This is an optimization exercise on Yosys and OpenROAD, whose aim is small area, not a production implementation. Only simulation tests tie the RTL to the original design; equivalence was not proved. Power figures rest on the tool's default switching activity, not on a simulated workload.

==> design/flow/design.v <==
`timescale 1ns / 1ps
module ClockDivider(
    input i_clk,
    input i_reset,
    output o_clk,
    output o_tick
    );
    reg r_clk;
    reg [5:0] r_counter;
    assign o_clk = r_clk;
    assign o_tick = (r_counter == 49) && !r_clk;
    always @(posedge i_clk or posedge i_reset) begin
        if(i_reset) begin
            r_clk <= 1'b0;
            r_counter <= 0;
        end
        else begin
            if(r_counter == 49) begin
                r_clk <= ~r_clk;
                r_counter <= 0;
            end
            else begin
                r_counter <= r_counter + 1;
            end
        end
    end
endmodule
`timescale 1ns / 1ps
module Counter(
    input i_clk,
    input i_reset,
    input i_en,
    output [9:0] o_counter
    );
    reg [9:0] r_counter;
    assign o_counter = r_counter;
    always @(posedge i_clk or posedge i_reset) begin
        if(i_reset) begin
            r_counter <= 0;
        end
        else if (i_en) begin
            if(r_counter == 999) begin
                r_counter <= 0;
            end
            else begin
                r_counter <= r_counter + 1;
            end
        end
    end
endmodule
`timescale 1ns / 1ps
module Comparator(
    input [9:0] i_counter,
    output o_light_0, o_light_1, o_light_2, o_light_3, o_light_4
    );
    assign o_light_0 = (i_counter < 0)   ? 1'b1 : 1'b0;
    assign o_light_1 = (i_counter < 100) ? 1'b1 : 1'b0;
    assign o_light_2 = (i_counter < 400) ? 1'b1 : 1'b0;
    assign o_light_3 = (i_counter < 700) ? 1'b1 : 1'b0;
    assign o_light_4 = (i_counter < 999) ? 1'b1 : 1'b0;
endmodule
`timescale 1ns / 1ps
module ButtonController(
    input i_clk,
    input i_reset,
    input i_button,
    output o_button
    );
    parameter   PUSHED = 1'b1,
                RELEASED = 1'b0,
                TRUE = 1'b1,
                FALSE = 1'b0;
    parameter   DEBOUNCE = 1_000_000;
    reg r_prevState; 
    reg r_button;
    reg [31:0] r_counter;
    assign o_button = r_button;
    always @(posedge i_clk or posedge i_reset) begin
        if(i_reset) begin
            r_prevState <= RELEASED;
            r_button <= FALSE;
            r_counter <= 0;
        end
        else begin
            if (i_button == PUSHED && r_prevState == RELEASED && r_counter < DEBOUNCE) begin
                r_counter <= r_counter + 1;
                r_button <= FALSE;
            end
            else if (i_button == PUSHED && r_prevState == RELEASED && r_counter == DEBOUNCE) begin
                r_counter <= 0;
                r_prevState <= PUSHED;
                r_button <= FALSE;
            end
            else if (i_button == RELEASED && r_prevState == PUSHED && r_counter < DEBOUNCE) begin
                r_counter <= r_counter + 1;
                r_button <= FALSE;
            end
            else if (i_button == RELEASED && r_prevState == PUSHED && r_counter == DEBOUNCE) begin
                r_counter <= 0;
                r_prevState <= RELEASED;
                r_button <= TRUE;
            end
            else begin
                r_button <= FALSE;
            end
        end
    end
endmodule
`timescale 1ns / 1ps
module FSM_Light(
    input i_clk,
    input i_reset,
    input [2:0] i_button,
    output [2:0] o_lightState
    );
    parameter   LIGHT_0 = 3'd0,
                LIGHT_1 = 3'd1,
                LIGHT_2 = 3'd2,
                LIGHT_3 = 3'd3,
                LIGHT_4 = 3'd4;
    reg [2:0] r_curState, r_nextState;
    reg [2:0] r_lightState;
    assign o_lightState = r_lightState;
    always @(posedge i_clk or posedge i_reset) begin
        if (i_reset)    r_curState <= LIGHT_0;
        else            r_curState <= r_nextState;
    end
    always @(r_curState, i_button) begin
        r_nextState <= LIGHT_0;
        case (r_curState)
            LIGHT_0 : begin
                if(i_button[0])         r_nextState <= LIGHT_1;
                else                    r_nextState <= LIGHT_0;
            end
            LIGHT_1 : begin
                if(i_button[0])         r_nextState <= LIGHT_2;
                else if(i_button[1])    r_nextState <= LIGHT_0;
                else if(i_button[2])    r_nextState <= LIGHT_0;
                else                    r_nextState <= LIGHT_1;
            end
            LIGHT_2 : begin
                if(i_button[0])         r_nextState <= LIGHT_3;
                else if(i_button[1])    r_nextState <= LIGHT_1;
                else if(i_button[2])    r_nextState <= LIGHT_0;
                else                    r_nextState <= LIGHT_2;
            end
            LIGHT_3 : begin
                if(i_button[0])         r_nextState <= LIGHT_4;
                else if(i_button[1])    r_nextState <= LIGHT_2;
                else if(i_button[2])    r_nextState <= LIGHT_0;
                else                    r_nextState <= LIGHT_3;
            end
            LIGHT_4 : begin
                if(i_button[1])         r_nextState <= LIGHT_3;
                else if(i_button[2])    r_nextState <= LIGHT_0;
                else                    r_nextState <= LIGHT_4;
            end
        endcase
    end
    always @(r_curState) begin
        r_lightState <= 3'b000;
        case(r_curState)
            LIGHT_0 : r_lightState <= 3'd0;
            LIGHT_1 : r_lightState <= 3'd1;
            LIGHT_2 : r_lightState <= 3'd2;
            LIGHT_3 : r_lightState <= 3'd3;
            LIGHT_4 : r_lightState <= 3'd4;
        endcase
    end
endmodule
`timescale 1ns / 1ps
module MUX(
    input [4:0] i_x,
    input [2:0] sel,
    output o_y
    );
    reg r_y;
    assign o_y = r_y;
    always @(*) begin
        r_y = 1'b0;
        case (sel)
            3'd0 : r_y = i_x[0];
            3'd1 : r_y = i_x[1];
            3'd2 : r_y = i_x[2];
            3'd3 : r_y = i_x[3];
            3'd4 : r_y = i_x[4];
        endcase
    end
endmodule
`timescale 1ns / 1ps
module FSM_LightStand(
    input i_clk,
    input i_reset,
    input [2:0] i_button,
    output o_pwm_light
    );
    wire w_clk;
    wire w_tick;
    ClockDivider clkdiv(
        .i_clk(i_clk),
        .i_reset(i_reset),
        .o_clk(w_clk),
        .o_tick(w_tick)
    );
    wire [9:0] w_counter;
    Counter count(
        .i_clk(i_clk),
        .i_reset(i_reset),
        .i_en(w_tick),
        .o_counter(w_counter)
    );
    wire [4:0] w_light;
    Comparator comp(
        .i_counter(w_counter),
        .o_light_0(w_light[0]),
        .o_light_1(w_light[1]), 
        .o_light_2(w_light[2]), 
        .o_light_3(w_light[3]), 
        .o_light_4(w_light[4])
    );
    wire [2:0] w_button;
    ButtonController UpBTN(
        .i_clk(i_clk),
        .i_reset(i_reset),
        .i_button(i_button[0]),
        .o_button(w_button[0])
    );
    ButtonController DownBTN(
        .i_clk(i_clk),
        .i_reset(i_reset),
        .i_button(i_button[1]),
        .o_button(w_button[1])
    );
    ButtonController OffBTN(
        .i_clk(i_clk),
        .i_reset(i_reset),
        .i_button(i_button[2]),
        .o_button(w_button[2])
    );
    wire [2:0] w_lightState;
    FSM_Light fsm_led(
        .i_clk(i_clk),
        .i_reset(i_reset),
        .i_button(w_button),
        .o_lightState(w_lightState)
    );
    MUX pwmsel(
        .i_x(w_light),
        .sel(w_lightState),
        .o_y(o_pwm_light)
    );
endmodule
==> design/flow/run.sh <==
#!/bin/bash
# synth_recipe.tcl (not shown) runs the flow's synth.tcl, then flattens the netlist and writes it again
# the make line also repeats each setting of config.mk as NAME=value (left out here)
make -C /OpenROAD-flow-scripts/flow DESIGN_CONFIG=/design/flow/config.mk WORK_HOME=/design/flow/orfs CLKGATE_MAP_FILE= SYNTH_SCRIPT=/design/flow/synth_recipe.tcl finish
==> design/flow/config.mk <==
export PLATFORM = sky130hd
export DESIGN_NAME = FSM_LightStand
export DESIGN_NICKNAME = FSM_LightStand
export VERILOG_FILES = /design/flow/design.v
export SDC_FILE = /design/flow/constraint.sdc
export NUM_CORES = 4
export LEC_CHECK = 0
export CAP_MARGIN = 20
export CORE_MARGIN = 2
export CORE_UTILIZATION = 40
export SLEW_MARGIN = 20
==> design/flow/constraint.sdc <==
create_clock -name core_clock -period 10.0 [get_ports {i_clk}]
set_input_delay 2.0000 -clock core_clock [delete_from_list [all_inputs] [get_ports {i_clk}]]
set_output_delay 2.0000 -clock core_clock [all_outputs]
set_load 0.01 [all_outputs]
==> impl_metrics.csv <==
group,metric,value,unit
run_status,status,"no timing/DRC/antenna violations",
timing,final.setup.tns,0,ns
floorplan,die_area,15100,um^2
final_layout,drive_gt1_share,7.75,%
drt,drtIter0Drc,276,
floorplan,num_rows,43,
floorplan,io-pin-count,6,
floorplan,core_area,13800,um^2
critical_path,critPathKind,"flop to primary output",
critical_path,cp-start-kind,"flop",
critical_path,startpoint,"count.r_counter[2]",
pwr,p_comb_share,7.6,%
drt,routed_wl,10.0,mm
global_route,track_usage,15.0,%
final_layout,areaGrowthSynthToFinish,13.1,%
pwr,pwr-share-clk,48.1,%
clock_network,htree_levels,4,
synthesis,yosys_warnings,5,
placement,dp_slack,5.96,ns
run,max_cap_violations,0,
timing,worst_slack,5.57,ns
critical_path,crit_path_end_kind,"primary output",
drt,ant_nets,0,
pwr,switchingPower,330,uW
timing,whs,0.374,ns
global_route,first_global_vias,3762,
timing,finalCritPeriodShare,44.3,%
synthesis,syn_nets,560,
clock_network,clock_path_buffers,2,
final_layout,final_cell_mix,"dfrtp_1 (122), nand2_1 (40), nor2_1 (38)",
critical_path,worst_ep_required_time,8.00,ns
synthesis,synth_cell_type_count,52,
min_path,hp-class,"flop to flop",
critical_path,crit_end,"o_pwm_light",
timing,worstMarginPinSlew,0.930,ns
final_layout,fin_area,6380,um^2
critical_path,r2r_end,"UpBTN.r_counter[2]",
synthesis,netlist_instances,546,
placement,place_area,5770,um^2
timing,slew_violations,0,
pwr,p_per_area,204,nW/um^2
placement,place_congestion,0.859,
pwr,finalPower,1.30,mW
timing,rsz0062_at_grt,"no",
synthesis,synth_area,5640,um^2
critical_path,cp_max_fo,6,
timing,hold_viol_final,0,
synthesis,synth_edf_count,0,
drt,top_layer,"met4",
synthesis,async_flop_share,100,%
final_layout,nNetsFinal,543,
drt,dr.pass1.iters,4,
critical_path,timing.rr.start,"UpBTN.r_counter[11]",
pwr,internal-power,975,uW
pwr,seq_power_share,44.2,%
timing,slew_headroom,37.6,%
global_route,grt_pass1_wl,17.6,mm
final_layout,num-fill-cells,1241,
synthesis,synth_seq_area_share,54.1,%
critical_path,ff2ff_path_depth,5,
drt,wl_met2,4.71,mm
drt,drt-met1-wl,4.78,mm
clock_network,hold_buffers,0,
drt,route.met3.wl,304,um
clock_network,cts.clk_slew.worst_paths,0.06,ns
global_route,antenna_found_initial,0,
timing,skew,0.00670,ns
min_path,hold-path-cell-count,0,
floorplan,start_util,40.8,%
floorplan,die_y,123,um
drt,wl_per_cell,13.9,um
critical_path,reg2reg_slack,7.67,ns
synthesis,ys_seq_elements,122,
pwr,vdd_drop_max,0.129,mV
clock_network,cts_buffers,17,
synthesis,syn_area_per_cell,10.3,um^2
timing,clock.fmax,226,MHz
final_layout,antenna_cells,0,
global_route,globalRouteOverflowTotal,0,
global_route,grt_max_degree,63,
timing,fin_crit,4.43,ns
drt,route.detailed.drc,0,
clock_network,cts.sinks,122,
placement,place_hpwl,6.77,mm
pwr,p_sw_share,25.3,%
clock_network,cts_tree,"yes",
clock_network,clock_latency,0.42,ns
synthesis,ys.flop_type,"dfrtp_1",
floorplan,die_w,123,um
clock_network,cts-root-buf,"clkbuf_16",
clock_network,cts_resized,0,
pwr,p_leak,2.88,nW
placement,io_buffers,5,
clock_network,postCtsSetupBuffers,0,
drt,viasPerCell,5.39,
critical_path,arrival,2.43,ns
timing,finalSetupViolations,0,
drt,vias,3889,
final_layout,layout_commonest_cell,"dfrtp_1",
logic make-up (layout without fill, tap and decap cells):
| kind of cell | after synthesis | after routing | share of synthesized area, % |
|---|---|---|---|
| flip-flops | 122 | 122 | 54.1 |
| XOR/XNOR | 47 | 47 | 7.29 |
| buffers and inverters | 64 | 60 | 4.28 |
| adder cells (fa/ha/maj) | 9 | 9 | 2.00 |
| AO/OA/AOI/OAI | 69 | 69 | 8.25 |
| multiplexers | 10 | 10 | 1.88 |
| AND/OR/NAND/NOR | 225 | 225 | 22.2 |
synth_stat cells (all sizes together) (2+ instances only):
library cell / number / area (um^2)
a21o: 2 / 15.0
a21oi: 13 / 65.1
a311o: 2 / 20.0
a31oi: 5 / 31.3
and2: 5 / 31.3
and3: 13 / 81.3
and4: 10 / 87.6
clkbuf: 41 / 154
dfrtp: 122 / 3050
ha: 9 / 113
inv: 22 / 82.6
mux2: 5 / 56.3
mux2i: 5 / 50.1
nand2: 40 / 150
nand2b: 2 / 12.5
nand3: 30 / 150
nand4: 25 / 156
nand4b: 4 / 35.0
nor2: 38 / 143
nor2b: 2 / 12.5
nor3: 14 / 81.3
nor3b: 6 / 45.0
nor4: 17 / 106
nor4b: 4 / 35.0
nor4bb: 3 / 30.0
o2111ai: 4 / 52.6
o211ai: 4 / 30.0
o21ai: 21 / 105
o311ai: 3 / 26.3
o31a: 2 / 17.5
o31ai: 6 / 45.0
o41ai: 2 / 17.5
or3: 3 / 18.8
or4: 4 / 33.8
xnor2: 23 / 201
xor2: 24 / 210
per-layer routing:
layer	up-vias	track usage, %
met5	-	0
li1	1921	-
met1	1904	19.1
met2	47	23.3
met3	17	4.37
met4	0	7.54
layout make-up:
class / instances / area [um^2] / share of cell area, %
Multi-Input combinational cell: 360 / 2350 / 36.8
Inverter: 22 / 85.1 / 1.33
Timing Repair Buffer: 6 / 57.6 / 0.902
Tap cell: 180 / 225 / 3.53
Clock inverter: 14 / 173 / 2.71
Sequential cell: 122 / 3050 / 47.8
Clock buffer: 18 / 439 / 6.88
flip-flops by register name, summed over array words and instances (netlist names), 3 cells and up:
name / cells
count.r_counter: 10
clkdiv.r_counter: 6
OffBTN.r_counter: 32
UpBTN.r_counter: 32
fsm_led.r_curState: 3
DownBTN.r_counter: 32
worst min-delay path by stage:
stage	end	startpoint	slack (ns)
after global placement	DownBTN.r_counter[31]	DownBTN.r_counter[31]	0.36
after detailed placement	UpBTN.r_counter[27]	UpBTN.r_counter[27]	0.37
final	UpBTN.r_counter[30]	UpBTN.r_counter[30]	0.37
after global routing	UpBTN.r_counter[21]	UpBTN.r_counter[21]	0.38
after CTS	UpBTN.r_counter[30]	UpBTN.r_counter[30]	0.38
after floorplan	DownBTN.r_counter[25]	DownBTN.r_counter[25]	0.43
per-stage QoR:
step	util [%]	std cells
2_1_floorplan	-	546
3_3_place_gp	41.7	690
3_5_place_dp	41.7	690
4_1_cts	46.2	722
5_1_grt	46.2	722
6_report	46.2	722
power groups by stage:
| stage | sequential (mW) | combinational, mW | clock (mW) |
|---|---|---|---|
| after floorplan | 0.573 | 0.0811 | 0 |
| after global placement | 0.584 | 0.0970 | 0 |
| after detailed placement | 0.585 | 0.101 | 0 |
| after CTS | 0.577 | 0.102 | 0.642 |
| after global routing | 0.584 | 0.113 | 0.664 |
| final | 0.577 | 0.0994 | 0.628 |
worst max-delay path, cell delays in order (launching register included):
cell	delay, ns
dfrtp_1	0.44
o311ai_0	0.36
a21oi_1	0.11
nor3b_1	0.19
a21oi_1	0.07
o31ai_1	0.25
clkdlybuf4s50_1	0.58

-- port drivers added, routing unchanged --
How much do the figures lean on ideal ports? The routed layout below was timed once more, with nothing changed but the port constraints.
Step 1: set_driving_cell puts a clkbuf_16 on i_clk and a buf_2 on each other input, an assumption about the parent block.
Step 2 also shifts input and output timing later by t, the mid clock arrival at the registers, as if the neighbouring blocks saw the same clock.
Slacks: ideal ports / drivers / drivers and shift; pairs: ideal ports / drivers.
shift t [ns]: 0.461
setup slack, ns: 5.571 / 5.526 / 5.965
hold WS [ns]: 0.374 / 0.374 / 0.374
worst data-port slew with drivers (ns): 0.04
After both steps this run still meets setup and hold. The setup slack of this run moves by -0.045 ns with the drivers and by +0.394 ns with both steps.
